From an optimization exercise on the open Yosys and OpenROAD flow, aimed at small area; shortcuts taken in it are not production practice. In this exercise RTL edits were held to simulation tests only and were not proved equivalent to the original. Power and IR drop assume default switching activity.

==> flow/design.v <==
module Demosaic_getBayer (
	input  wire       PCLK,
	input  wire       RSTN,
	input  wire       VSYNC,
	input  wire       HSYNC,
	input  wire [7:0] BAYERDATA,
	output wire       CAL_EN,
	output wire [7:0] O_DATA );
reg [8:0] j;
reg [1:0] st;
reg [7:0] o_data;
wire act = VSYNC & HSYNC;
assign CAL_EN = &st;
assign O_DATA = o_data;
always @(posedge PCLK or negedge RSTN) begin
	if (!RSTN) begin
		o_data <= 0;
		j <= 0;
		st <= 0;
	end
	else begin
		j <= VSYNC ? j + act : 9'd0;
		if (!VSYNC)
			st <= 0;
		else if (act && (&j) && !(&st))
			st <= st + 1'b1;
		if (act)
			o_data <= BAYERDATA;
		else if (VSYNC)
			o_data <= 0;
	end
end
endmodule
module Demosaic_pre_G_RB (
	input  wire       INCLK,
	input  wire       RSTN,
	input  wire       DATA_EN,
	input  wire       HSYNC,
	input  wire [7:0] DATA1,
	input  wire [7:0] DATA2,
	input  wire [7:0] DATA3,
	input  wire [7:0] DATA4,
	input  wire [7:0] DATA5,
	output wire [8:0] DV,       
	output wire [5:0] E2Q,      
	output wire [6:0] GS,       
	output wire [7:0] HA,
	output wire [7:0] HB,
	output wire [7:0] HC,
	output wire [6:0] H7,
	output wire [7:0] MID,
	output wire       O_EN );
wire en = DATA_EN & HSYNC;
reg [9:0] cntCol;
reg [9:0] cntLine;
reg o_en;
assign O_EN = o_en;
wire c1   = (cntCol == 10'd1);
wire c2   = (cntCol == 10'd2);
wire c3   = (cntCol == 10'd3);
wire cend = (cntCol == 10'd532);
reg cpm;
wire wrap = en & cend;
wire [9:0] colNext = wrap ? 10'd0 : cntCol + en;
always @(posedge INCLK) begin
	cpm <= (colNext == 10'd531);
end
always @(posedge INCLK or negedge RSTN) begin
	if (!RSTN) begin
		cntCol <= 0;
		cntLine <= 0;
		o_en <= 0;
	end
	else begin
		cntCol <= colNext;
		cntLine <= (wrap && cntLine == 10'd788) ? 10'd0 : cntLine + wrap;
		if (wrap) o_en <= 0;
		else if (en && c2) o_en <= 1;
	end
end
wire l01  = (cntLine == 10'd0) || (cntLine == 10'd1);
wire l0   = (cntLine == 10'd0);
wire l787 = (cntLine == 10'd787);
wire l786 = (cntLine == 10'd786);
wire [7:0] s1 = l01 ? DATA5 : DATA1;
wire [7:0] s2 = l0 ? DATA4 : DATA2;
wire [7:0] s4 = l787 ? DATA2 : DATA4;
wire [7:0] s5 = (l787 || l786) ? DATA1 : DATA5;
wire [7:0] tuu = c2 ? DATA1 : s1;
wire [7:0] tup = c2 ? DATA2 : s2;
wire [7:0] tdn = (c1 || c2) ? s4 : DATA4;
wire [7:0] tdd = (c1 || c2) ? s5 : DATA5;
reg [7:0] uu2, up2, dn2, dd2;
reg [7:0] e2_1, ud_1;
reg [6:0] gs_1;
reg [8:0] dv_0;
reg [5:0] e2q_0;
reg [6:0] gs_0;
reg [7:0] mid, right, rr;
reg [7:0] ha, hb, hc;
reg [6:0] h7;
wire [7:0] pm = cpm ? right : rr;
wire [7:0] gsum = up2 + dn2;
wire [7:0] xn = absd(right, DATA3);
wire [7:0] msum = mid + rr;
always @(posedge INCLK) begin
	if (!en) begin
		mid <= 0; right <= 0; rr <= 0;
		ha <= 0; hb <= 0; hc <= 0; h7 <= 0;
	end
	else begin
		rr <= DATA3;
		right <= rr;
		mid <= right;
		if (!cend) begin
			ha <= hc;
			hb <= c3 ? xn : ha;
			hc <= xn;
			h7 <= msum[7:1];
		end
	end
end
reg v2, v1, v0;
always @(posedge INCLK) begin
	v2 <= en;
	v1 <= en & v2;
	v0 <= en & v1;
	uu2 <= tuu; up2 <= tup; dn2 <= tdn; dd2 <= tdd;
	e2_1 <= absd(pm, uu2) + absd(pm, dd2);
	ud_1 <= absd(up2, dn2);
	gs_1 <= gsum[7:1];
	dv_0 <= {1'b0, ud_1} + {1'b0, e2_1};
	e2q_0 <= e2_1[7:2];
	gs_0 <= gs_1;
end
assign DV = dv_0 & {9{v0}};
assign E2Q = e2q_0 & {6{v0}};
assign GS = gs_0 & {7{v0}};
assign HA = ha;
assign HB = hb;
assign HC = hc;
assign H7 = h7;
assign MID = mid;
function [7:0] absd;
	input [7:0] a;
	input [7:0] b;
	reg [8:0] d;
	begin
		d = {1'b0, a} - {1'b0, b};
		absd = d[8] ? -d[7:0] : d[7:0];
	end
endfunction
endmodule
module Demosaic_calG_RB (
	input  wire        INCLK,
	input  wire        RSTN,
	input  wire        IN_EN,
	input  wire [8:0]  DV,
	input  wire [5:0]  E2Q,
	input  wire [6:0]  GS,
	input  wire [7:0]  HA,
	input  wire [7:0]  HB,
	input  wire [7:0]  HC,
	input  wire [6:0]  H7,
	input  wire [7:0]  MID,
	output wire        O_EN,
	output wire [23:0] O_DATA );
localparam st_Rb = 2'b10, st_Rg = 2'b11, st_B = 2'b01, st_G = 2'b00;
reg [1:0] st;
wire isR = st[1];
wire isG = ~st[1] & ~st[0];
wire G_Ostatus = st[0];
reg [8:0] cntCol;
reg [9:0] cntLine;
wire is_even = |cntLine;
wire colWrap = IN_EN & (&cntCol);
reg [7:0] mid;
reg [7:0] G_temp;
reg l1, l2, l3, l4, o_en;
reg RGB1;
always @(posedge INCLK or negedge RSTN) begin
	if (!RSTN)
		st <= st_Rb;
	else if (IN_EN) begin
		if (isR)
			st <= st_G;
		else if (st[0])
			st <= colWrap ? st_Rb : st_G;
		else
			st <= is_even ? st_B : st_Rg;
	end
end
always @(posedge INCLK or negedge RSTN) begin
	if (!RSTN) begin
		cntCol <= 0;
		cntLine <= 0;
	end
	else begin
		cntCol <= cntCol + IN_EN;
		cntLine <= (colWrap && cntLine == 10'd767) ? 10'd0 : cntLine + colWrap;
	end
end
always @(posedge INCLK) begin
	if (IN_EN && !isG) begin
		mid <= MID;
		RGB1 <= isR;
	end
end
always @(posedge INCLK or negedge RSTN) begin
	if (!RSTN)
		G_temp <= 0;
	else if (l1 && G_Ostatus)
		G_temp <= mid;
end
wire [7:0] b2 = HB + HC;
wire [9:0] dH = {2'b0, HA} + {2'b0, b2};
wire hsel = dH > {1'b0, DV};
wire [5:0] opA = hsel ? E2Q : b2[7:2];
wire [6:0] opB = hsel ? H7 : GS;
reg [5:0] A1;
reg [6:0] B1;
reg [7:0] R2, R3, R4;
reg [7:0] G0, G1, G2, Gd;
reg r1, r2, r3;
always @(posedge INCLK) begin
	A1 <= opA; B1 <= opB; R2 <= {2'b0, A1} + {1'b0, B1}; R3 <= R2; R4 <= R3;
	G0 <= G_temp; G1 <= G0; G2 <= G1; Gd <= G2;
	r1 <= RGB1; r2 <= r1; r3 <= r2;
end
reg GO0, GO1, GO2, GO3;
reg m2, m0;
reg [7:0] lane1;
always @(posedge INCLK or negedge RSTN) begin
	if (!RSTN) begin
		l1 <= 0; l2 <= 0; l3 <= 0; l4 <= 0; o_en <= 0;
		GO0 <= 0; GO1 <= 0; GO2 <= 0; GO3 <= 0;
		m2 <= 0; m0 <= 0; lane1 <= 0;
	end
	else begin
		l1 <= IN_EN; l2 <= l1; l3 <= l2; l4 <= l3; o_en <= l4;
		GO0 <= G_Ostatus; GO1 <= GO0; GO2 <= GO1; GO3 <= GO2;
		m0 <= r3 & o_en;
		m2 <= o_en & !r3 & !GO3;
		lane1 <= (o_en & (r3 | !GO3)) ? R4 : (GO3 ? G2 : 8'd0);
	end
end
assign O_EN = o_en;
assign O_DATA = {Gd & {8{m2}}, lane1, Gd & {8{m0}}};
endmodule
module demosaic_g_rb_top (
	input  wire        clk,
	input  wire        rstn,
	input  wire        vsync,
	input  wire        hsync,
	input  wire [7:0]  bayer_data,
	output wire [7:0]  lb_wdata,
	input  wire [7:0]  lb_tap1,
	input  wire [7:0]  lb_tap2,
	input  wire [7:0]  lb_tap3,
	input  wire [7:0]  lb_tap4,
	input  wire [7:0]  lb_tap5,
	output wire        o_en,
	output wire [23:0] o_data
);
wire cal_en;
wire pre_en;
wire [8:0] dv;
wire [5:0] e2q;
wire [6:0] gs;
wire [7:0] ha, hb, hc, mid;
wire [6:0] h7;
Demosaic_getBayer getBayer (
	.PCLK(clk), .RSTN(rstn), .VSYNC(vsync), .HSYNC(hsync),
	.BAYERDATA(bayer_data), .CAL_EN(cal_en), .O_DATA(lb_wdata));
Demosaic_pre_G_RB pre (
	.INCLK(clk), .RSTN(rstn), .DATA_EN(cal_en), .HSYNC(hsync),
	.DATA1(lb_tap1), .DATA2(lb_tap2), .DATA3(lb_tap3), .DATA4(lb_tap4), .DATA5(lb_tap5),
	.DV(dv), .E2Q(e2q), .GS(gs),
	.HA(ha), .HB(hb), .HC(hc), .H7(h7), .MID(mid),
	.O_EN(pre_en));
Demosaic_calG_RB calG (
	.INCLK(clk), .RSTN(rstn), .IN_EN(pre_en),
	.DV(dv), .E2Q(e2q), .GS(gs),
	.HA(ha), .HB(hb), .HC(hc), .H7(h7), .MID(mid),
	.O_EN(o_en), .O_DATA(o_data));
endmodule
==> flow/flow/run.sh <==
#!/bin/bash
# The standard layout with two changes:
#  - after the standard synthesis, the combinational cells are re-mapped for
#    area by Yosys/ABC (flow/remap.ys with each script flow/remap*.abc; the
#    smallest result is kept); the registers are left as they are (same
#    instances, names and cells);
#  - the port buffers are made from the smallest buffer cell.
# Placement, clock tree, routing and their timing repair are the standard
# flow's. Each tool's full output goes to a log file of its own here; ORFS
# keeps each step's log under orfs/logs/.
set -e
export BUFFER_PORTS_ARGS="-buffer_cell sky130_fd_sc_hd__buf_1"
LIB="$FLOW_HOME/platforms/sky130hd/lib/sky130_fd_sc_hd__tt_025C_1v80.lib"
awk -v keep=all  -f flow/libfilter.awk "$LIB" > rmp_lib.lib
awk -v keep=comb -f flow/libfilter.awk "$LIB" > rmp_comb.lib
awk -v keep=seq  -f flow/libfilter.awk "$LIB" > rmp_seq.lib
bash standard.sh synth > standard_synth.log 2>&1
cp orfs/results/sky130hd/demosaic_g_rb_top/base/1_2_yosys.v standard_synth_netlist.v
# try each ABC script in flow/remap*.abc and keep the smallest netlist
best=""
for s in flow/remap*.abc; do
	n=$(basename "$s" .abc)
	cp "$s" remap.abc
	yosys -s flow/remap.ys > "$n.log" 2>&1
	mv remap_out.v "$n.v"
	a=$(grep "Chip area" "$n.log" | tail -1 | awk '{print $NF}')
	echo "$n $a" >> remap_areas.log
	if [ -z "$best" ] || awk -v a="$a" -v b="$barea" 'BEGIN { exit !(a < b) }'; then
		best="$n"; barea="$a"
	fi
done
echo "kept $best" >> remap_areas.log
cp "$best.v" orfs/results/sky130hd/demosaic_g_rb_top/base/1_2_yosys.v
rm -f rmp_lib.lib rmp_comb.lib rmp_seq.lib
bash standard.sh > standard.log 2>&1
==> flow/flow/libfilter.awk <==
# Filter a liberty file by cell. Always drops the cells the platform marks
# don't-use (probe and lpflow cells). With -v keep=comb it also drops the
# sequential cells (ff, latch or statetable groups), with -v keep=seq the
# combinational ones; keep=all (the default) keeps both.
BEGIN { incell = 0; depth = 0; buf = ""; if (keep == "") keep = "all" }
{
	if (!incell && $0 ~ /^[ \t]*cell[ \t]*\(/) {
		incell = 1; depth = 0; buf = ""; seq = 0
		dontuse = ($0 ~ /sky130_fd_sc_hd__(lpflow_|probe)/)
	}
	if (!incell) { print; next }
	buf = buf $0 "\n"
	if ($0 ~ /^[ \t]*(ff|latch|statetable)[ \t]*\(/) seq = 1
	n = gsub(/\{/, "{"); m = gsub(/\}/, "}")
	depth += n - m
	if (depth <= 0 && (n > 0 || m > 0)) {
		incell = 0
		if (!dontuse && (keep == "all" || (keep == "comb" && !seq) || (keep == "seq" && seq)))
			printf "%s", buf
	}
}
==> flow/flow/remap.ys <==
# Re-map the combinational cells of the standard synthesis for area. The
# registers are library cells read as black boxes, so they keep their
# instances, names and cell types; everything between them is flattened to
# logic and mapped again by ABC (remap.abc, one of flow/remap*.abc) to
# rmp_lib.lib, the library without the platform's don't-use cells.
read_liberty -lib rmp_seq.lib
read_liberty -ignore_miss_func rmp_comb.lib
read_verilog standard_synth_netlist.v
hierarchy -check -top demosaic_g_rb_top
flatten
opt_clean -purge
abc -liberty rmp_lib.lib -script remap.abc
opt_clean -purge
setundef -zero
hilomap -singleton -hicell sky130_fd_sc_hd__conb_1 HI -locell sky130_fd_sc_hd__conb_1 LO
splitnets
opt_clean -purge
read_liberty -lib -overwrite rmp_comb.lib
stat -liberty rmp_lib.lib
check -assert
write_verilog -noattr -noexpr -nohex -nodec remap_out.v
==> flow/flow/remap0.abc <==
strash
dch -f
amap
mfs2
strash
dch -f
amap
topo
==> flow/flow/remap1.abc <==
strash
ifraig
dch -f
amap
mfs2
strash
dch -f
amap
topo
==> flow/flow/remap2.abc <==
strash
ifraig
dc2
dch -f
amap
mfs2
strash
ifraig
dch -f
amap
mfs2
strash
dch -f
amap
topo
==> flow/flow/remap3.abc <==
strash
dch -f
amap
mfs2
strash
dch -f
amap
mfs2
strash
dch -f
amap
mfs2
strash
dch -f
amap
topo
==> flow/standard.sh <==
#!/bin/bash
# synth_recipe.tcl (not shown) runs the flow's synth.tcl, then flattens the netlist and writes it again
# the make line also repeats each setting of config.mk as NAME=value (left out here)
make -C /OpenROAD-flow-scripts/flow DESIGN_CONFIG=/design/flow/config.mk WORK_HOME=/design/flow/orfs CLKGATE_MAP_FILE= SYNTH_SCRIPT=/design/flow/synth_recipe.tcl "${@:-finish}"
==> flow/config.mk <==
export PLATFORM = sky130hd
export DESIGN_NAME = demosaic_g_rb_top
export DESIGN_NICKNAME = demosaic_g_rb_top
export VERILOG_FILES = /design/flow/design.v
export SDC_FILE = /design/flow/constraint.sdc
export NUM_CORES = 4
export LEC_CHECK = 0
export CAP_MARGIN = 20
export CORE_MARGIN = 2
export CORE_UTILIZATION = 60
export CTS_BUF_LIST = sky130_fd_sc_hd__clkbuf_16
export CTS_CLUSTER_DIAMETER = 90
export CTS_CLUSTER_SIZE = 26
export PLACE_DENSITY = 0.75
export SLEW_MARGIN = 20
==> flow/constraint.sdc <==
create_clock -name core_clock -period 4.5 [get_ports {clk}]
set_input_delay 0.9000 -clock core_clock [delete_from_list [all_inputs] [get_ports {clk}]]
set_output_delay 0.9000 -clock core_clock [all_outputs]
set_load 0.01 [all_outputs]
==> reports/metrics.cfg, run 1 <==
[place]
place_inst = 1662
placed_area_sq_um = 12300
port_buffers = 84
dpl.hpwl_microns = 17100
finalWeightedCongestion = 0.883

[floorplan]
die_x_microns = 143
die_h_microns = 143
io_pins = 85
dieArea_sq_um = 20400
initial_utilization = 0.614
fp-row-count = 50
core_sq_um = 18800

[detailed_routing]
viasPerCell = 5.35
drc = 0
drt-total-wl_microns = 23100
dr.pass1.iters = 5
drtAntennaViolNets = 0
vias = 9050
drt_iter0_markers = 521
wl_per_cell_microns = 13.6

[cells_and_area]
final_layout_size_suffix_gt1_frac = 0.0538
insertedDiodeCount = 0
fillers = 1501
finalNonFillerCells = 1692
nNetsFinal = 1477
area_growth_pct = 11.9
final_area_sq_um = 12900

[grt]
antenna_found_initial = 0
grt_max_degree = 63
grt_pass1_vias = 8098
overflow = 0
grt_first_pass_wirelength_microns = 37600
grtUsageTotal = 0.227

[sta]
slew_violations = 0
slew_headroom = 0.437
fin_crit_sh = 0.907
max_freq_ghz = 0.245
hold_viol = 0
period_minus_slack_ps = 4080
setup_violations = 0
fin_skew_ps = 18.6
tightestPinTransition_ps = 841

[critical_path]
regToRegStartpoint = pre.hc[1]
crit_fanout = 8
worstPathArrival_ps = 4460
r2r_end = calG.B1[0]
reg2reg_depth = 21
critPathKind = reg -> reg
worstSetupStartpointType = flop
r2r_slack_ps = 420
required_ps = 4880
end_kind = flop

[clocking]
cts_buffers = 15
holdBufCountCts = 0
cts.sinks = 305
cts_root_buffer = clkbuf_16
clk_latency_ps = 500
clk_pin_slew_worst_paths_ps = 100
cts_buffer_depth = 3
cts_tree = yes
htreeDepth = 1

[power]
vdd_drop_max_v = 0.000327
power-per-cell-area_nw_per_um2 = 367
cellLeakagePower_nw = 4.97

[flow_run]
drv_cap = 0

[min_path]
worstHoldPathType = reg -> reg
holdPathStages = 0
min_from = calG.R3[6]
hold_end = calG.R4[6]

[synth]
syn_area_sq_um = 11600
netlist_instances = 1305
yosys_warnings = 3
syn_nets = 1357
syn_avg_cell_area_sq_um = 8.86

[outcome]
status = no timing/DRC/antenna violations

==> worst max path at each step <==
stage | cells past startpoint | endpoint | start
floorplan | 29 | pre.e2_1[7] | pre.cpm
global placement | 29 | pre.e2_1[7] | pre.right[1]
detailed placement | 29 | pre.e2_1[7] | pre.right[1]
CTS | 29 | pre.e2_1[7] | pre.right[1]
global route | 27 | pre.e2_1[7] | pre.cpm
finish | 21 | calG.B1[0] | pre.hc[1]
==> per-layer routing <==
layer | vias up | GRT usage | wire length, microns
li1 | 4750 | - | -
met1 | 4090 | 0.300 | 10600
met2 | 178 | 0.399 | 11200
met3 | 32 | 0.0258 | 812
met4 | 0 | 0.0558 | 435
met5 | - | 0 | 0
==> area by class of cell <==
| class | count | area (sq um) | area share |
|---|---|---|---|
| Tap cell | 260 | 325 | 0.0252 |
| Sequential cell | 305 | 6640 | 0.513 |
| Inverter | 152 | 574 | 0.0444 |
| Clock inverter | 8 | 36.3 | 0.00281 |
| Clock buffer | 16 | 400 | 0.0310 |
| Timing Repair Buffer | 102 | 454 | 0.0351 |
| Multi-Input combinational cell | 848 | 4490 | 0.348 |
| Timing Repair inverter | 1 | 7.51 | 0.000581 |
==> worst max-delay path, stage by stage, from the launching register on <==
cell and delay [ps]:
dfxtp_1 390, clkinv_1 120, o22ai_1 220, nor2_1 90, a21oi_2 160, o22ai_1 120
o21ai_0 350, nor2b_1 230, nor2_1 70, o21ai_0 190, nor3_1 70, o311ai_0 350
o31ai_1 130, o21ai_0 100, a21oi_1 100, nor2_1 100, o31a_1 140, a21oi_1 40
nor2b_1 150, nor2_2 250, clkinvlp_4 260, a32o_1 340
==> timing repair <==
item,CTS,global route
pin swaps,0,9
buffers inserted,1,4
endpoints found under the setup margin,3,19
resized for setup,10,50
cloned,0,1
==> placed cells by master (no fill, tap or decap), drive strengths merged, types with 11 or more instances in the layout <==
master / n
buf: 101
clkbuf: 17
dfrtp: 87
nor3: 17
inv: 14
o21a: 21
nor2b: 27
o22ai: 68
o22a: 40
nand2: 109
o21ai: 118
nor2: 241
clkinv: 145
a22o: 11
a21oi: 114
and3: 17
dfxtp: 208
==> through the flow <==
| stage | util | worst slack, ps | power, mW | hold slack (ps) | setup TNS [ps] |
|---|---|---|---|---|---|
| 6_report | 0.687 | 419 | 4.74 | 334 | 0 |
| 5_1_grt | 0.687 | -35.6 | 4.94 | 342 | -35.6 |
| 4_1_cts | 0.677 | 22.1 | 4.76 | 334 | 0 |
| 3_5_place_dp | 0.653 | -292 | 3.31 | 312 | -509 |
| 3_3_place_gp | 0.653 | -13.3 | 3.30 | 310 | -13.3 |
| 2_1_floorplan | - | 61.2 | 3.19 | 310 | 0 |
==> where the power goes <==
group          switching, mW  internal, mW  leakage, nW  total, mW
Clock                  0.818         0.653        0.238       1.47
Sequential            0.0682          2.84         2.94       2.91
Combinational          0.224         0.139         1.80      0.363
Total                   1.11          3.63         4.97       4.74
==> state kept, by name (all words and copies together), names as in the netlist, 9 cells and up <==
signal,flops
calG.cntCol,9
calG.cntLine,10
getBayer.j,9
pre.cntCol,10
pre.cntLine,10
pre.dv_0,9
==> run 2: changes to the inputs <==
--- a/flow/config.mk
+++ b/flow/config.mk
@@ -14,2 +14,3 @@
 export PLACE_DENSITY = 0.75
+export SETUP_SLACK_MARGIN = -0.3
 export SLEW_MARGIN = 20
==> run 2 against run 1 <==
  * Via count shrank 1.1%
  * First-iteration DRC count is 8.1% lower
  * Register-to-register slack lost 180 ps
  * Wire length down 2.1%
  * Sequential share of layout area is 0.58 points higher
  * Cell count shrank 0.24%
  * Critical endpoint is now pre.e2_1[7]
  * Critical path depth increased by 9
  * Cell area decreased by 1.1%
  * Non-clock buffer count decreased by 2
  * Largest power group unchanged
  * Utilization decreased by 0.76 points
  * Combinational power down 2%
==> reports/metrics.cfg, run 2 <==
[outcome]
status = no timing/DRC/antenna violations

[clocking]
cts.sinks = 305  ; unchanged
cts_root_buffer = clkbuf_16
clk_latency_ps = 480  ; -20 ps
cts_buffers = 15  ; unchanged
clk_pin_slew_worst_paths_ps = 100  ; about the same
holdBufCountCts = 0  ; unchanged
cts_tree = yes
htreeDepth = 1  ; unchanged
cts_buffer_depth = 3  ; unchanged

[cells_and_area]
final_common_cell = nor2_1
area_growth_pct = 10.6
final_cell_mix = nor2_1 (239), dfxtp_1 (207), clkinv_1 (149)
nNetsFinal = 1474  ; -0.20%
finalNonFillerCells = 1688  ; -0.24%
final_layout_size_suffix_gt1_frac = 0.0357  ; -0.0181
insertedDiodeCount = 0  ; unchanged
top_regs = calG.cntLine x10, pre.cntCol x10, pre.cntLine x10

[floorplan]
dieArea_sq_um = 20400  ; unchanged
die_x_microns = 143  ; unchanged
initial_utilization = 0.614  ; unchanged
die_h_microns = 143  ; unchanged
fp-row-count = 50  ; unchanged
core_sq_um = 18800  ; unchanged
io_pins = 85  ; unchanged

[min_path]
hold_end = pre.gs_0[2]
worstHoldPathType = reg -> reg
min_from = pre.gs_1[2]
holdPathStages = 0  ; unchanged

[power]
power.switching_mw = 1.09  ; -2.1%
combPwrFrac = 0.076  ; about the same
finalPower_mw = 4.68  ; -1.3%
seq_power_share = 0.621  ; +0.008
clkPwrFrac = 0.303  ; -0.007
power-per-cell-area_nw_per_um2 = 366  ; -0.24%
vdd_drop_max_v = 0.000285  ; -13%
cellLeakagePower_nw = 4.91  ; -1.1%
swShare = 0.232  ; -0.00170
p_int_mw = 3.59  ; -1.1%

[critical_path]
critPathLaunch = pre.cpm
slowest_stage = dfxtp_2
r2r_slack_ps = 240  ; -180 ps
critPathMostFrequentCell = o21ai_0
required_ps = 4870  ; about the same
crit_fanout = 6  ; -2
crit_family = compound AO/OA/AOI/OAI gates
slowest_delay_ps = 370  ; -20 ps
cp_num_buf_inv = 5  ; +3
worstPathArrival_ps = 4630  ; +170 ps
worstSetupStartpointType = flop
r2r_end = pre.e2_1[7]
end_kind = flop
reg2reg_depth = 30  ; +43%
crit_cells = 30  ; +43%
regToRegStartpoint = pre.cpm
critPathKind = reg -> reg

[place]
place_inst = 1664  ; +0.12%
dpl.hpwl_microns = 16900  ; -0.99%
dp_slack_ps = -135  ; +158 ps
port_buffers = 84  ; unchanged
finalWeightedCongestion = 0.873  ; -1.1%

[sta]
hold_viol = 0  ; unchanged
fin_crit_sh = 0.947  ; +0.0400
layout_setup_ws_ps = 239  ; -180 ps
tns_ps = 0  ; unchanged
max_freq_ghz = 0.235  ; -4.2%
fin_skew_ps = 9.41  ; -9.18 ps
slew_headroom = 0.463  ; +0.0260
setup_violations = 0  ; unchanged
period_minus_slack_ps = 4260  ; +180 ps
slew_violations = 0  ; unchanged
tightestPinTransition_ps = 805  ; -35.9 ps

[flow_run]
drv_cap = 0  ; unchanged

[detailed_routing]
wl_per_cell_microns = 13.4  ; -1.9%
dr.pass1.iters = 5  ; unchanged
viasPerCell = 5.30  ; -0.87%
drt-total-wl_microns = 22600  ; -2.1%
drtAntennaViolNets = 0  ; unchanged
vias = 8950  ; -1.1%
drc = 0  ; unchanged
drt_iter0_markers = 479  ; -8.1%

[synth]
syn_nets = 1357  ; unchanged
syn_avg_cell_area_sq_um = 8.86  ; unchanged
yosys_warnings = 3  ; unchanged
netlist_instances = 1305  ; unchanged
syn_area_sq_um = 11600  ; unchanged

[grt]
grt_pass1_vias = 8223  ; +1.5%
overflow = 0  ; unchanged
grt_first_pass_wirelength_microns = 37500  ; -0.42%
grt_max_degree = 62  ; -1.6%
grtUsageTotal = 0.225  ; -0.00160
antenna_found_initial = 0  ; unchanged

==> run 2: what timing repair did <==
item / CTS / global route
setup endpoints to repair: 0 / 3
setup buffers: 0 / 1
resized for setup: 0 / 25
==> run 2: area by class of cell <==
type | count | area, sq um
Tap cell | 260 | 325
Clock inverter | 8 | 32.5
Timing Repair Buffer | 100 | 439
Multi-Input combinational cell | 848 | 4410
Inverter | 152 | 571
Fill cell | 1525 | 6040
Sequential cell | 305 | 6640
Clock buffer | 15 | 375
==> run 2: how the worst max path moves through the flow <==
stage                              to  slack, ps
after floorplan           pre.e2_1[7]       -100
after global placement    pre.e2_1[7]         10
after detailed placement  pre.e2_1[7]       -130
after CTS                 pre.e2_1[7]       -190
after global routing      pre.e2_1[7]       -320
final                     pre.e2_1[7]        240
==> run 2: through the flow <==
step / util / cell area, sq um / hold WS [ps]
detailed placement: 0.654 / 12300 / 312
floorplan: - / 11600 / 310
global placement: 0.654 / 12300 / 310
finish: 0.679 / 12800 / 331
CTS: 0.676 / 12700 / 333
global route: 0.679 / 12800 / 337
==> run 2: metal layers <==
metal  GRT usage  part of all wire
met1       0.296              0.47
met4      0.0568             0.019
met3      0.0225             0.032
met5           0                 0
met2       0.401              0.48
==> run 2: power groups by stage <==
| stage | sequential [mW] | combinational, mW | clock [mW] |
|---|---|---|---|
| final | 2.91 | 0.355 | 1.42 |
| after global routing | 2.92 | 0.407 | 1.56 |
| after CTS | 2.91 | 0.346 | 1.45 |
| after detailed placement | 2.97 | 0.343 | 0 |
| after global placement | 2.97 | 0.334 | 0 |
| after floorplan | 2.95 | 0.246 | 0 |
==> run 3: changes to the inputs <==
--- a/flow/config.mk
+++ b/flow/config.mk
@@ -7,3 +7,3 @@
 export LEC_CHECK = 0
-export CAP_MARGIN = 20
+export CAP_MARGIN = 5
 export CORE_MARGIN = 2
@@ -15,2 +15,2 @@
 export SETUP_SLACK_MARGIN = -0.3
-export SLEW_MARGIN = 20
+export SLEW_MARGIN = 5
==> run 3 against run 2 <==
  * Fmax unchanged
  * Combinational power about the same
  * Still clean on timing, DRC and antenna
  * Via count unchanged
  * Register-to-register slack about the same
  * Worst setup slack unchanged
  * Largest cell class unchanged
==> reports/metrics.cfg, run 3 <==
[outcome]
status = no timing/DRC/antenna violations

[cells_and_area]
final_common_cell = nor2_1
layout.core_utilization = 0.679  ; unchanged
fillers = 1525  ; unchanged
finalNonFillerCells = 1688  ; unchanged
multi_input_area_sq_um = 4410  ; unchanged
area_growth_pct = 10.6  ; unchanged
final_layout_size_suffix_gt1_frac = 0.0357  ; unchanged
top_regs = calG.cntLine x10, pre.cntCol x10, pre.cntLine x10
nNetsFinal = 1474  ; unchanged
insertedDiodeCount = 0  ; unchanged
final_cell_mix = nor2_1 (239), dfxtp_1 (207), clkinv_1 (149)
seq_area_sq_um = 6640  ; unchanged

[detailed_routing]
drc = 0  ; unchanged
dr.pass1.iters = 5  ; unchanged
vias = 8950  ; unchanged
wl_per_cell_microns = 13.4  ; unchanged
drt_iter0_markers = 479  ; unchanged
viasPerCell = 5.30  ; unchanged
drt-total-wl_microns = 22600  ; unchanged
drtAntennaViolNets = 0  ; unchanged

[critical_path]
worstSetupStartpointType = flop
critPathKind = reg -> reg
required_ps = 4870  ; about the same
critPathMostFrequentCell = o21ai_0
reg2reg_depth = 30  ; unchanged
crit_fanout = 6  ; unchanged
end_kind = flop
slowest_delay_ps = 370  ; about the same
slowest_stage = dfxtp_2
worstPathArrival_ps = 4630  ; about the same

[floorplan]
dieArea_sq_um = 20400  ; unchanged
core_sq_um = 18800  ; unchanged
initial_utilization = 0.614  ; unchanged
die_h_microns = 143  ; unchanged
die_x_microns = 143  ; unchanged
io_pins = 85  ; unchanged
fp-row-count = 50  ; unchanged

[place]
place_inst = 1664  ; unchanged
dpl.hpwl_microns = 16900  ; unchanged
finalWeightedCongestion = 0.873  ; unchanged
port_buffers = 84  ; unchanged
dp_slack_ps = -135  ; unchanged

[sta]
slew_violations = 0  ; unchanged
layout_setup_ws_ps = 239  ; unchanged
period_minus_slack_ps = 4260  ; unchanged
hold_viol = 0  ; unchanged
fin_crit_sh = 0.947  ; unchanged
tightestPinTransition_ps = 805  ; unchanged
max_freq_ghz = 0.235  ; unchanged
setup_violations = 0  ; unchanged
fin_skew_ps = 9.41  ; unchanged
tns_ps = 0  ; unchanged
slew_headroom = 0.463  ; unchanged

[power]
cellLeakagePower_nw = 4.91  ; unchanged
power.switching_mw = 1.09  ; unchanged
finalPower_mw = 4.68  ; unchanged
power-per-cell-area_nw_per_um2 = 366  ; unchanged
clkPwrFrac = 0.303  ; about the same
p_int_mw = 3.59  ; unchanged
combPwrFrac = 0.076  ; about the same
swShare = 0.232  ; unchanged
seq_power_share = 0.621  ; about the same
vdd_drop_max_v = 0.000285  ; unchanged

[grt]
grt_pass1_vias = 8223  ; unchanged
grt_first_pass_wirelength_microns = 37500  ; unchanged
antenna_found_initial = 0  ; unchanged
overflow = 0  ; unchanged
grt_max_degree = 62  ; unchanged
grtUsageTotal = 0.225  ; unchanged

[clocking]
clk_pin_slew_worst_paths_ps = 100  ; about the same
cts_buffers = 15  ; unchanged
clk_latency_ps = 480  ; about the same
htreeDepth = 1  ; unchanged
cts_root_buffer = clkbuf_16
cts_buffer_depth = 3  ; unchanged
cts_tree = yes
cts.sinks = 305  ; unchanged

[synth]
netlist_instances = 1305  ; unchanged
syn_nets = 1357  ; unchanged
syn_area_sq_um = 11600  ; unchanged
syn_avg_cell_area_sq_um = 8.86  ; unchanged
yosys_warnings = 3  ; unchanged

[min_path]
holdPathStages = 0  ; unchanged
worstHoldPathType = reg -> reg

[flow_run]
drv_cap = 0  ; unchanged

run 3: cell counts in the layout (fill, tap and decap cells not counted):
No cell type changed its count.
run 3: power by group through the flow:
stage          registers, mW  logic (mW)  clock network [mW]
3_5_place_dp            2.97       0.343                   0
6_report                2.91       0.355                1.42
5_1_grt                 2.92       0.407                1.56
2_1_floorplan           2.95       0.246                   0
3_3_place_gp            2.97       0.334                   0
4_1_cts                 2.91       0.346                1.45
run 3: path summary, 6_finish.rpt:
path | startpoint | to | slack (ps)
min in group asynchronous | rstn | calG.cntLine[0] | 520
worst min register to register | pre.gs_1[2] | pre.gs_0[2] | 330
max in group asynchronous | rstn | pre.cntCol[8] | 3090
worst max register to register | pre.cpm | pre.e2_1[7] | 240
worst min-delay path | pre.gs_1[2] | pre.gs_0[2] | 330
worst max-delay path | pre.cpm | pre.e2_1[7] | 240
run 3: critical path, delay by kind of cell (launching register included):
family | cells | cell delay, ps
compound gates | 17 | 2400
buf+inv | 5 | 630
flops | 1 | 370
simple gates | 8 | 750
run 3: timing repair:
| action | 4_1_cts | 5_1_grt |
|---|---|---|
| buffers inserted | 0 | 1 |
| hold buffers | 0 | 0 |
| setup endpoints to repair | 0 | 3 |
| resized for setup | 0 | 25 |
run 3: stage by stage:
step	instance area [sq um]	hold slack, ps
global route	12800	337
global placement	12300	310
CTS	12700	333
finish	12800	331
detailed placement	12300	312
floorplan	11600	310
run 3: final cells by class:
class | count | area share
clock buffer | 15 | 0.0294
clock inverter | 8 | 0.00254
multi-input combinational | 848 | 0.345
sequential | 305 | 0.519
inverter | 152 | 0.0446
timing repair buffer | 100 | 0.0343
tap | 260 | 0.0254
run 3: per-layer routing:
layer / GRT usage / wire length (microns) / vias up
li1: - / - / 4746
met1: 0.296 / 10500 / 4018
met2: 0.401 / 10900 / 158
met3: 0.0225 / 731 / 28
met4: 0.0568 / 424 / 0
met5: 0 / 0 / -
==> run 4: changes to the inputs <==
--- a/flow/config.mk
+++ b/flow/config.mk
@@ -7,3 +7,3 @@
 export LEC_CHECK = 0
-export CAP_MARGIN = 5
+export CAP_MARGIN = 20
 export CORE_MARGIN = 2
@@ -11,6 +11,6 @@
 export CTS_BUF_LIST = sky130_fd_sc_hd__clkbuf_16
-export CTS_CLUSTER_DIAMETER = 90
-export CTS_CLUSTER_SIZE = 26
+export CTS_CLUSTER_DIAMETER = 100
+export CTS_CLUSTER_SIZE = 32
 export PLACE_DENSITY = 0.75
-export SETUP_SLACK_MARGIN = -0.3
-export SLEW_MARGIN = 5
+export SETUP_SLACK_MARGIN = -0.15
+export SLEW_MARGIN = 20
==> run 4 against run 3 <==
  * Largest cell class unchanged
  * Critical path depth increased by 3
  * Synthesized cell count unchanged
  * Utilization about the same
  * Cell area about the same
  * Critical endpoint unchanged
  * Global-route usage decreased by 0.34 points
  * Still clean on timing, DRC and antenna
  * Register-to-register slack improved by 50 ps
  * Clock skew increased by 9.8 ps
==> reports/metrics.cfg, run 4 <==
[clocking]
cts_buffer_depth = 3  ; unchanged
holdBufCountCts = 0  ; unchanged
cts.sinks = 305  ; unchanged
cts_root_buffer = clkbuf_16
cts_tree = yes
htreeDepth = 1  ; unchanged
clk_pin_slew_worst_paths_ps = 120  ; +20 ps
clk_latency_ps = 490  ; about the same
cts_buffers = 13  ; -2

[critical_path]
end_kind = flop
crit_fanout = 5  ; -1
cp_num_buf_inv = 4  ; -1
crit_family = compound AO/OA/AOI/OAI gates
r2r_end = pre.e2_1[7]
worstSetupStartpointType = flop
r2r_slack_ps = 280  ; +50 ps
critPathKind = reg -> reg
critPathMostFrequentCell = nand2_1
reg2reg_depth = 33  ; +10%
required_ps = 4880  ; about the same
slowest_delay_ps = 360  ; about the same
slowest_stage = dfxtp_1
worstPathArrival_ps = 4600  ; -30 ps
regToRegStartpoint = pre.right[1]

[floorplan]
fp-row-count = 50  ; unchanged
core_sq_um = 18800  ; unchanged
dieArea_sq_um = 20400  ; unchanged
die_h_microns = 143  ; unchanged
io_pins = 85  ; unchanged
die_x_microns = 143  ; unchanged
initial_utilization = 0.614  ; unchanged

[place]
port_buffers = 84  ; unchanged
dp_slack_ps = -135  ; unchanged
finalWeightedCongestion = 0.873  ; unchanged
dpl.hpwl_microns = 16900  ; unchanged
placed_area_sq_um = 12300  ; unchanged

[cells_and_area]
seq_area_sq_um = 6640  ; about the same
fillers = 1520  ; -0.33%
final_layout_size_suffix_gt1_frac = 0.0407  ; +0.00496
nNetsFinal = 1474  ; unchanged
final_cell_mix = nor2_1 (239), dfxtp_1 (206), clkinv_1 (147)
multi_input_area_sq_um = 4430  ; +0.65%
top_regs = calG.cntLine x10, pre.cntCol x10, pre.cntLine x10
final_common_cell = nor2_1
insertedDiodeCount = 0  ; unchanged
area_growth_pct = 10.6  ; about the same
final_area_sq_um = 12800  ; about the same

[sta]
layout_setup_ws_ps = 284  ; +45.7 ps
fin_skew_ps = 19.2  ; +9.83 ps
max_freq_ghz = 0.237  ; +1.1%
hold_viol = 0  ; unchanged
tns_ps = 0  ; unchanged
fin_crit_sh = 0.937  ; -0.0102
tightestPinTransition_ps = 817  ; +11.8 ps
period_minus_slack_ps = 4220  ; -45.7 ps
slew_headroom = 0.454  ; -0.00986
rsz0062_at_grt = yes
setup_violations = 0  ; unchanged
hold_slack_ps = 336  ; +5.43 ps
slew_violations = 0  ; unchanged

[synth]
syn_nets = 1357  ; unchanged
yosys_warnings = 3  ; unchanged
syn_avg_cell_area_sq_um = 8.86  ; unchanged
netlist_instances = 1305  ; unchanged
syn_area_sq_um = 11600  ; unchanged

[grt]
overflow = 0  ; unchanged
grt_max_degree = 62  ; unchanged
grt_first_pass_wirelength_microns = 36900  ; -1.5%
antenna_found_initial = 0  ; unchanged
grtUsageTotal = 0.222  ; -0.00340
grt_pass1_vias = 8162  ; -0.74%

[flow_run]
drv_cap = 0  ; unchanged

[detailed_routing]
drt-total-wl_microns = 22500  ; -0.37%
wl_per_cell_microns = 13.4  ; -0.25%
wl_met3_microns = 752  ; +2.9%
dr.pass1.iters = 4  ; -1
viasPerCell = 5.32  ; +0.26%
drc = 0  ; unchanged
wl_met2_microns = 11000  ; +0.69%
vias = 8963  ; +0.15%
highest_layer = met4
met1_length_microns = 10400  ; -1.3%
drtAntennaViolNets = 0  ; unchanged
drt_iter0_markers = 451  ; -5.8%

[power]
vdd_drop_max_v = 0.000207  ; -27%
cellLeakagePower_nw = 4.90  ; -0.19%
power-per-cell-area_nw_per_um2 = 360  ; -1.7%

[min_path]
hold_end = pre.gs_0[3]
holdPathStages = 0  ; unchanged
min_from = pre.gs_1[3]
worstHoldPathType = reg -> reg

[outcome]
status = no timing/DRC/antenna violations

==> run 4: how the worst max path moves through the flow <==
stage,from,end,cells past startpoint
2_1_floorplan,pre.cpm,pre.e2_1[7],29
3_3_place_gp,pre.cpm,pre.e2_1[7],31
3_5_place_dp,pre.cpm,pre.e2_1[7],31
4_1_cts,pre.cpm,pre.e2_1[7],29
5_1_grt,pre.right[1],pre.e2_1[7],32
6_report,pre.right[1],pre.e2_1[7],33
==> run 4: layout make-up <==
cell class / instances / share of cell area
flip-flops and latches: 305 / 0.519
clock inverters: 6 / 0.00274
multi-input cells: 848 / 0.347
inverters: 152 / 0.0449
well taps: 260 / 0.0254
repair buffers: 102 / 0.0355
clock buffers: 13 / 0.0254
==> run 4: metal layers <==
metal / vias to the layer above / track usage
met3: 28 / 0.0262
li1: 4740 / -
met4: 0 / 0.0485
met5: - / 0
met2: 141 / 0.400
met1: 4054 / 0.288
==> run 4: power by group <==
| part | leakage (nW) | internal, mW | switching, mW |
|---|---|---|---|
| clock network | 0.194 | 0.542 | 0.792 |
| logic | 1.77 | 0.140 | 0.218 |
| registers | 2.94 | 2.84 | 0.0646 |
| total | 4.90 | 3.52 | 1.07 |
==> run 4: worst register-to-register path: cells and delay by family (launching register included) <==
family	cells	cell delay [ps]
buffers and inverters	4	410
DFF	1	360
and+or+nand+nor	11	930
AOI/OAI and AO/OA	18	2440
==> run 4: what timing repair did <==
action | CTS | global route
setup endpoints to repair | 1 | 6
endpoints found under the hold margin | 0 | 0
buffers inserted | 1 | 2
resized for setup | 1 | 35
pin swaps | 0 | 4
==> run 4: stage by stage <==
step	cells	util	power, mW
3_3_place_gp	1664	0.654	3.30
5_1_grt	1686	0.679	4.79
4_1_cts	1684	0.674	4.63
3_5_place_dp	1664	0.654	3.31
2_1_floorplan	1305	-	3.19
6_report	1686	0.679	4.60
==> run 5: changes to the inputs <==
--- a/flow/config.mk
+++ b/flow/config.mk
@@ -14,3 +14,2 @@
 export PLACE_DENSITY = 0.75
-export SETUP_SLACK_MARGIN = -0.15
 export SLEW_MARGIN = 20
==> run 5 against run 4 <==
  * Still clean
  * Synthesized cell count is the same
  * Worst setup slack gained 190 ps
  * Worst hold slack better by 1.2 ps
  * Cell count did not move
  * Global-route usage rose by 0.68 points
  * Count of clock-buffer cells in the layout stayed put
  * Largest power group unchanged
  * Highest routed layer unchanged
==> reports/metrics.cfg, run 5 <==
[cells_and_area]
area_growth_pct = 11.0
insertedDiodeCount = 0  ; unchanged
finalNonFillerCells = 1686  ; unchanged
final_layout_size_suffix_gt1_frac = 0.0463  ; +0.00561
final_cell_mix = nor2_1 (238), dfxtp_1 (208), clkinv_1 (146)
final_common_cell = nor2_1
nNetsFinal = 1474  ; unchanged
top_regs = calG.cntLine x10, pre.cntCol x10, pre.cntLine x10

[power]
clkPwrFrac = 0.290  ; about the same
swShare = 0.235  ; +0.00159
power.switching_mw = 1.08  ; +0.87%
vdd_drop_max_v = 0.000300  ; +45%
combPwrFrac = 0.078  ; about the same
finalPower_mw = 4.61  ; +0.19%
power-per-cell-area_nw_per_um2 = 359  ; -0.10%
seq_power_share = 0.632  ; about the same
p_int_mw = 3.52  ; about the same
cellLeakagePower_nw = 4.92  ; +0.23%

[floorplan]
die_x_microns = 143  ; unchanged
io_pins = 85  ; unchanged
core_sq_um = 18800  ; unchanged
fp-row-count = 50  ; unchanged
initial_utilization = 0.614  ; unchanged
dieArea_sq_um = 20400  ; unchanged
die_h_microns = 143  ; unchanged

[clocking]
htreeDepth = 1  ; unchanged
cts_buffer_depth = 3  ; unchanged
holdBufCountCts = 0  ; unchanged
clk_latency_ps = 490  ; about the same
cts.sinks = 305  ; unchanged
cts_buffers = 13  ; unchanged
clk_pin_slew_worst_paths_ps = 110  ; about the same
cts_root_buffer = clkbuf_16
cts_tree = yes

[detailed_routing]
drt_iter0_markers = 437  ; -3.1%
vias = 8991  ; +0.31%
drtAntennaViolNets = 0  ; unchanged
wl_per_cell_microns = 13.7  ; +2.4%
drc = 0  ; unchanged
dr.pass1.iters = 5  ; +1
viasPerCell = 5.33  ; +0.31%
drt-total-wl_microns = 23100  ; +2.4%

[critical_path]
r2r_slack_ps = 470  ; +190 ps
critPathKind = reg -> reg
r2r_end = calG.A1[0]
required_ps = 4870  ; about the same
end_kind = flop
crit_fanout = 11  ; +6
reg2reg_depth = 24  ; -27%
worstSetupStartpointType = flop
worstPathArrival_ps = 4400  ; -200 ps
regToRegStartpoint = pre.hc[1]

[min_path]
holdPathStages = 0  ; unchanged
worstHoldPathType = reg -> reg
min_from = calG.R3[6]
hold_end = calG.R4[6]

[grt]
antenna_found_initial = 0  ; unchanged
grt_pass1_vias = 8106  ; -0.69%
grt_first_pass_wirelength_microns = 37900  ; +2.6%
overflow = 0  ; unchanged
grt_max_degree = 63  ; +1.6%
grtUsageTotal = 0.229  ; +0.00678

[synth]
syn_avg_cell_area_sq_um = 8.86  ; unchanged
syn_area_sq_um = 11600  ; unchanged
netlist_instances = 1305  ; unchanged
syn_nets = 1357  ; unchanged
yosys_warnings = 3  ; unchanged

[sta]
fin_crit_sh = 0.895  ; -0.0415
slew_violations = 0  ; unchanged
slew_headroom = 0.432  ; -0.0218
period_minus_slack_ps = 4030  ; -187 ps
tightestPinTransition_ps = 852  ; +35.7 ps
fin_skew_ps = 26.6  ; +7.39 ps
max_freq_ghz = 0.248  ; +4.6%
hold_viol = 0  ; unchanged
setup_violations = 0  ; unchanged

[flow_run]
drv_cap = 0  ; unchanged

[place]
dpl.hpwl_microns = 17100  ; +1.0%
finalWeightedCongestion = 0.883  ; +1.2%
place_inst = 1662  ; -0.12%
port_buffers = 84  ; unchanged

[outcome]
status = no timing/DRC/antenna violations

## run 5: changes by cell type in the layout (fill, tap and decap cells not counted), sizes merged
cell and change:
buf -1, clkinv -1, clkinvlp +1, inv +1
## run 5: per-layer routing
layer	vias to the layer above	track usage	wire, microns
met5	-	0	0
met4	0	0.0589	426
met3	31	0.0228	820
met2	151	0.403	11300
met1	4063	0.303	10500
li1	4746	-	-
## run 5: repair_timing
item,4_1_cts,5_1_grt
gates cloned,0,1
pin swaps,1,6
setup buffers,0,4
endpoints found under the setup margin,3,19
resized for setup,7,46
## run 5: power by group through the flow
stage	Clock, mW	Combinational (mW)	Sequential (mW)
4_1_cts	1.37	0.347	2.91
2_1_floorplan	0	0.246	2.95
5_1_grt	1.48	0.414	2.92
3_3_place_gp	0	0.331	2.97
3_5_place_dp	0	0.343	2.97
6_report	1.34	0.360	2.91
## run 5: area by class of cell
class	count	area [sq um]
clock buffers	13	325
clock inverters	6	35.0
fillers	1540	6000
inverters	152	574
multi-input cells	848	4470
flip-flops and latches	305	6640
well taps	260	325
repair buffers	101	447
repair inverters	1	7.51
## run 5: per-stage QoR
stage          utilization  setup TNS, ps  setup slack, ps  cell area (sq um)  hold slack (ps)
2_1_floorplan            -              0             61.2              11600              310
3_3_place_gp         0.653          -13.3            -13.3              12300              310
3_5_place_dp         0.653           -509             -292              12300              312
4_1_cts              0.673              0             8.14              12700              339
5_1_grt              0.681          -9.29            -9.29              12800              345
6_report             0.681              0              471              12800              338
## run 5: worst max-delay path by stage
stage | start | end | slack [ps] | cells past startpoint
CTS | pre.right[1] | pre.e2_1[7] | 8 | 29
global route | pre.cpm | pre.e2_1[7] | -9 | 31
floorplan | pre.cpm | pre.e2_1[7] | 60 | 29
global placement | pre.right[1] | pre.e2_1[7] | -10 | 29
finish | pre.hc[1] | calG.A1[0] | 470 | 24
detailed placement | pre.right[1] | pre.e2_1[7] | -290 | 29
## run 5: worst max-delay path: stages, from the launching register on
cell and delay, ps:
dfxtp_1 390, clkinv_1 120, o22ai_1 220, nor2_1 90, a21oi_2 160, o22ai_1 110, nand2_1 90, o21ai_0 130
nor2_1 120, nor2_1 60, nand2_1 70, o21ai_0 140, o22ai_1 250, nor2_1 100, a21oi_2 170, clkinv_1 130
o22ai_1 210, nand2_1 90, o21a_1 140, o31a_1 280, a21oi_1 100, nor2b_1 170, nor2_2 90, buf_4 180
a32o_1 290
==> run 6: changes to the inputs <==
--- a/flow/flow/run.sh
+++ b/flow/flow/run.sh
@@ -1,3 +1,3 @@
 #!/bin/bash
-# The standard layout with two changes:
+# The standard layout with three changes:
 #  - after the standard synthesis, the combinational cells are re-mapped for
@@ -6,3 +6,5 @@
 #    instances, names and cells);
-#  - the port buffers are made from the smallest buffer cell.
+#  - the port buffers are made from the smallest buffer cell;
+#  - ORFS's recover_power step (after global routing) sizes cells down on
+#    paths with positive slack.
 # Placement, clock tree, routing and their timing repair are the standard
@@ -12,2 +14,4 @@
 export BUFFER_PORTS_ARGS="-buffer_cell sky130_fd_sc_hd__buf_1"
+# after global routing, let ORFS size down cells on paths with positive slack
+export RECOVER_POWER=100
 LIB="$FLOW_HOME/platforms/sky130hd/lib/sky130_fd_sc_hd__tt_025C_1v80.lib"
--- a/flow/config.mk
+++ b/flow/config.mk
@@ -11,4 +11,4 @@
 export CTS_BUF_LIST = sky130_fd_sc_hd__clkbuf_16
-export CTS_CLUSTER_DIAMETER = 100
-export CTS_CLUSTER_SIZE = 32
+export CTS_CLUSTER_DIAMETER = 90
+export CTS_CLUSTER_SIZE = 26
 export PLACE_DENSITY = 0.75
==> run 6 against run 5 <==
  * The layout now fails its checks (capacitance limit, slew limit)
  * First-iteration DRC count is 19% higher
  * Wire length hardly changed
  * Combinational power hardly changed
  * Non-clock buffer count is 1 higher
  * Register-to-register slack worse by 90 ps
  * Clock power is 9.7% higher
  * Synthesized cell count stayed put
  * Power is 2.9% higher
  * Cell count is 0.36% higher
  * Critical path depth is 3 lower
  * Sequential cell count stayed put
  * Global-route usage is 0.18 points lower
==> reports/metrics.cfg, run 6 <==
[sta]
slew_headroom = -1.19  ; -1.62
slew_violations = 63  ; +63
layout_setup_ws_ps = 378  ; -93.3 ps
fin_crit_sh = 0.916  ; +0.0207
tightestPinTransition_ps = 3280  ; +2430 ps
hold_viol = 0  ; unchanged
max_freq_ghz = 0.243  ; -2.3%
fin_skew_ps = 17.9  ; -8.69 ps
setup_violations = 0  ; unchanged
period_minus_slack_ps = 4120  ; +93.3 ps

[cells_and_area]
top_regs = calG.cntLine x10, pre.cntCol x10, pre.cntLine x10
layout.core_utilization = 0.685  ; +0.00405
final_common_cell = nor2_1
insertedDiodeCount = 0  ; unchanged
final_cell_mix = nor2_1 (238), dfxtp_1 (208), clkinv_1 (144)
nNetsFinal = 1477  ; +0.20%
final_layout_size_suffix_gt1_frac = 0.0489  ; +0.00260
area_growth_pct = 11.6

[grt]
antenna_found_initial = 0  ; unchanged
grt_first_pass_wirelength_microns = 37600  ; -0.66%
grtUsageTotal = 0.227  ; -0.00178
grt_pass1_vias = 8098  ; -0.099%
grt_max_degree = 63  ; unchanged
overflow = 0  ; unchanged

[synth]
syn_avg_cell_area_sq_um = 8.86  ; unchanged
syn_nets = 1357  ; unchanged
netlist_instances = 1305  ; unchanged
yosys_warnings = 3  ; unchanged
syn_area_sq_um = 11600  ; unchanged

[clocking]
cts_tree = yes
cts_root_buffer = clkbuf_16
clk_pin_slew_worst_paths_ps = 100  ; about the same
clk_latency_ps = 500  ; about the same
cts.sinks = 305  ; unchanged
cts_buffer_depth = 3  ; unchanged
cts_buffers = 15  ; +2
htreeDepth = 1  ; unchanged

[critical_path]
required_ps = 4890  ; +20 ps
worstPathArrival_ps = 4510  ; +110 ps
regToRegStartpoint = pre.hc[1]
slowest_stage = dfxtp_1
critPathKind = reg -> reg
critPathLaunch = pre.hc[1]
crit_chain = clkinv_1 -> o22ai_1 -> nor2_1 -> a21oi_2 -> o22ai_1 -> o21ai_0 -> nor2b_1 -> nor2_1 -> o21ai_0 -> nor3_1 -> o311ai_0 -> o31ai_1 -> o21ai_0 -> a21oi_1 -> nor2_1 -> o31a_1 -> a21oi_1 -> nor2b_1 -> nor2_2 -> clkinvlp_2 -> a32o_1
crit_fanout = 7  ; -4
reg2reg_depth = 21  ; -13%
end_kind = flop
slowest_delay_ps = 390  ; about the same
worstSetupStartpointType = flop

[place]
port_buffers = 84  ; unchanged
finalWeightedCongestion = 0.883  ; unchanged
dpl.hpwl_microns = 17100  ; unchanged
dp_slack_ps = -292  ; unchanged

[detailed_routing]
drt-total-wl_microns = 23000  ; about the same
dr.pass1.iters = 5  ; unchanged
drtAntennaViolNets = 0  ; unchanged
drt_iter0_markers = 521  ; +19%
viasPerCell = 5.36  ; +0.44%
drc = 0  ; unchanged
wl_per_cell_microns = 13.6  ; -0.41%
vias = 9063  ; +0.80%

[outcome]
check-failures = capacitance limit, slew limit
status = complete, but fails checks

[flow_run]
drv_cap = 1  ; +1

[floorplan]
fp-row-count = 50  ; unchanged
dieArea_sq_um = 20400  ; unchanged
initial_utilization = 0.614  ; unchanged
die_h_microns = 143  ; unchanged
io_pins = 85  ; unchanged
die_x_microns = 143  ; unchanged
core_sq_um = 18800  ; unchanged

[power]
power-per-cell-area_nw_per_um2 = 368  ; +2.3%
cellLeakagePower_nw = 4.95  ; +0.66%
vdd_drop_max_v = 0.000328  ; +9.1%

[min_path]
worstHoldPathType = reg -> reg
holdPathStages = 0  ; unchanged
min_from = calG.R3[6]

## run 6: per-layer routing
layer / vias up / track usage / share of wire
met5: - / 0 / 0
met3: 34 / 0.0258 / 0.037
met4: 0 / 0.0558 / 0.019
met2: 188 / 0.399 / 0.49
li1: 4749 / - / -
met1: 4092 / 0.300 / 0.46
## run 6: critical path, delay by kind of cell (launching register included)
kind / cells / cell delay (ps)
compound gates: 12 / 2260
buf+inv: 2 / 440
flops: 1 / 390
simple gates: 7 / 930
## run 6: repair_timing
item	4_1_cts	5_1_grt
setup buffers	1	4
hold buffers	0	0
endpoints found under the setup margin	3	19
gates cloned	0	1
pin swaps	0	9
gates resized for setup	10	50
## run 6: worst paths after layout
kind / endpoint / slack, ps
worst min register to register: calG.R4[6] / 330
min in group asynchronous: calG.cntCol[8] / 1500
worst max-delay path: calG.B1[5] / 380
max in group asynchronous: calG.cntLine[2] / 990
worst max register to register: calG.B1[5] / 380
worst min-delay path: calG.R4[6] / 330
## run 6: layout make-up
class                      count  area (sq um)
sequential                   305          6640
fill                        1509          5930
multi-input combinational    848          4490
inverter                     152           574
timing repair buffer         102           429
clock buffer                  16           400
tap                          260           325
clock inverter                 8          36.3
timing repair inverter         1          5.00
## run 6: power by group
group	internal (mW)	leakage, nW	switching [mW]
Combinational	0.139	1.77	0.224
Sequential	2.84	2.94	0.0682
Clock	0.653	0.238	0.816
Total	3.63	4.95	1.11
## run 6: through the flow
step                hold slack (ps)  total power, mW  area (sq um)  instances  setup TNS [ps]
global route                    342             4.94         12900       1692           -35.6
detailed placement              312             3.31         12300       1662            -509
floorplan                       310             3.19         11600       1305               0
global placement                310             3.30         12300       1662           -13.3
finish                          334             4.74         12900       1692               0
CTS                             334             4.76         12800       1687               0

==> static timing again, ports no longer ideal <==
The flow's constraints put no driver on any port. The routed layouts listed below were extracted and timed again, unchanged, in two steps.
Step 1 (the two cells are an assumption about what drives the block):
set clk [get_ports {clk}]
set_driving_cell -lib_cell sky130_fd_sc_hd__clkbuf_16 $clk
set_driving_cell -lib_cell sky130_fd_sc_hd__buf_2 [delete_from_list [all_inputs] $clk]
Step 2 moves the port delays by t, midway between the first and last clock arrival at a register: inputs arrive t later, outputs are due t later. That takes back most of the time a late clock gives input paths.
Three values: ideal, step 1, step 2; two values: the first two.
run	t (ns)	slack for setup (ns)	worst register clock-pin slew, ns	cell pins on the clock port's net
run 1	0.538	0.419 / 0.419 / -0.046	0.11 / 0.11	1
run 2	0.530	0.239 / 0.239 / -0.193	0.10 / 0.10	1
run 3	0.530	0.239 / 0.239 / -0.193	0.10 / 0.10	1
run 4	0.531	0.284 / 0.284 / -0.152	0.12 / 0.12	1
run 5	0.522	0.471 / 0.471 / -0.023	0.12 / 0.12	1
run 6	0.538	0.378 / 0.378 / -0.041	0.11 / 0.11	1
The setup slack of run 5, which loses most, moves by 0.000 ns with the drivers and by -0.494 ns with both steps.
